What follows belongs to an exercise in optimizing a design on an open flow for small area and a short achievable clock period; a production flow would make more cautious choices.
In this exercise RTL edits were held to simulation tests only and were not proved equivalent to the original.
Power and IR drop assume default switching activity.

v1:
## RV32core
module  RV32core(
        input clk,   
        input rst,   
        input [4:0] debug_addr,   
        output[31:0] debug_data,   
        output[31:0] imem_addr,   
        input [31:0] imem_data,   
        output[31:0] dmem_addr,   
        output[31:0] dmem_wdata,   
        output dmem_we,   
        output dmem_re,   
        output[2:0] dmem_width,   
        input [31:0] dmem_rdata   
    );
Size in the first run: roughly 64000 sq um of cells after synthesis.
clock: 13.0 ns
lec_check: 0
cap_margin: 20
core_margin: 2
core_utilization: 35
place_density: 0.5
slew_margin: 20
synth_hierarchical: 1
standard.sh (not shown) runs the stock make flow with config.mk's settings and CLKGATE_MAP_FILE= SYNTH_SCRIPT=/design/flow/synth_recipe.tcl, a recipe that flattens the netlist after the stock synthesis.
==> flow/flow/run.sh <==
#!/bin/bash
set -euo pipefail
W=$(pwd)
{ echo "include $W/config.mk"; cat "$W/flow/extra.mk"; } > "$W/own_config.mk"
sed "s#DESIGN_CONFIG=[^ ]*#DESIGN_CONFIG=$W/own_config.mk#" "$W/standard.sh" > "$W/own_standard.sh"
bash "$W/own_standard.sh" > "$W/own_flow.log" 2>&1
==> flow/flow/extra.mk <==
export BUFFER_PORTS_ARGS = -buffer_cell sky130_fd_sc_hd__buf_1
export CTS_ARGS = -sink_clustering_enable -repair_clock_nets -dont_use_dummy_load -buf_list "sky130_fd_sc_hd__clkbuf_8" -sink_clustering_size 16 -sink_clustering_max_diameter 50
export SETUP_SLACK_MARGIN = 6.5
export POST_GLOBAL_ROUTE_TCL = $(WORK_HOME)/../flow/grt_post.tcl
==> flow/flow/grt_post.tcl <==
# Extra antenna margin after global routing, so that detailed routing leaves
# no antenna violation to repair (each post-route repair re-runs the router).
repair_antennas -iterations 3 -ratio_margin 25
check_placement -verbose
v1 went all the way through the flow, and no timing, DRC or antenna check failed.
[inputs] v54 vs v1
--- a/flow/flow/extra.mk
+++ b/flow/flow/extra.mk
@@ -1,2 +1,2 @@
-export BUFFER_PORTS_ARGS = -buffer_cell sky130_fd_sc_hd__buf_1
+export BUFFER_PORTS_ARGS = -buffer_cell sky130_fd_sc_hd__buf_2
 export CTS_ARGS = -sink_clustering_enable -repair_clock_nets -dont_use_dummy_load -buf_list "sky130_fd_sc_hd__clkbuf_8" -sink_clustering_size 16 -sink_clustering_max_diameter 50
[summary]
- Delta (v54 minus v1): tightest hold margin climbed 44 ps; area growth from synthesis to layout dropped 1.0 points; power drawn by the sequential cells stayed essentially flat.
- Utilization v1 -> v54: down
- Final area is lower on v54
- Measured against each other, v54 and v1 differ in total power, the higher figure coming from v54.
### v54 -> v59
Settings: a change of PLACE_DENSITY from 0.5 to 0.48; a change of CORE_UTILIZATION from 35 to 32.
Results
v59 gives more wire length of the first global-routing pass than v54 did.
v59 ended up with a222oi_1 as its standard cell with the maximum stage delay on the critical path; v54 ended up with a22oi_1.
Min non-clock buffer count across v59 and v54: v59
On total length of routed met3 wires, v59 and v54 are basically level.
v59 vs. v54: die area went up, total detailed-routing wirelength increased 4400 um, met1 track utilization from global routing decreased 3.2 points, worst setup slack fell 74 ps, number of fillers in the final layout climbed 2199.
Diff v54 -> v59: clock-buffer cell count has increased, worst-case setup slack after placement went down 150 ps.
Here is what was changed in the inputs of v38 compared with v59.
Settings: PLACE_DENSITY: 0.48 -> 0.5; CORE_UTILIZATION: 32 -> 35.
--- a/flow/flow/extra.mk
+++ b/flow/flow/extra.mk
@@ -2,3 +2,3 @@
 export CTS_ARGS = -sink_clustering_enable -repair_clock_nets -dont_use_dummy_load -buf_list "sky130_fd_sc_hd__clkbuf_8" -sink_clustering_size 16 -sink_clustering_max_diameter 50
-export SETUP_SLACK_MARGIN = 6.5
+export SETUP_SLACK_MARGIN = 7.0
 export POST_GLOBAL_ROUTE_TCL = $(WORK_HOME)/../flow/grt_post.tcl
[summary]
Diff v59 and v38: placed instance area higher in v59. From v59 to v38 the numbers moved as follows: number of buffers inserted by post-CTS setup repair went up, detailed-route wire length on metal 1 went up, number of cells on the worst reg-to-reg path went down, clock-pin slew on the worst setup and hold paths went down. v59 and v38 all finish clean. The total length of routed wires in v38 sits 6.4% above the value recorded for v59. In the flow results for v59 and v38, the period utilization is larger on v59.

## re-timing with driven ports
How much do the figures lean on ideal ports? The routed layouts below were timed once more, with nothing changed but the port constraints. Step 1, drivers: a clkbuf_16 drives clk and a buf_2 each remaining input, both assumed. Step 2 adds t to the input delays and takes it off the output delays; t is the mean of the earliest and latest rising clock arrival at the registers after step 1. Input paths then give back, and output paths get back, about the clock's delay inside the block. a / b / c = ideal ports / drivers / drivers and shift; a / b = the first two.
run	shift t [ns]	slack for setup (ns)	clock arrival spread, ns	cell pins on the clock port's net
v1	1.026	5.862 / 5.806 / 5.806	0.149 / 0.149	1
v54	1.046	5.925 / 5.885 / 5.873	0.122 / 0.121	1
v59	1.030	5.852 / 5.794 / 5.794	0.171 / 0.171	1
v38	1.048	5.876 / 5.823 / 5.823	0.129 / 0.129	1
After both steps setup and hold are still met in every run listed. The setup slack of v59, which loses most, moves by -0.058 ns with the drivers and by -0.058 ns with both steps.
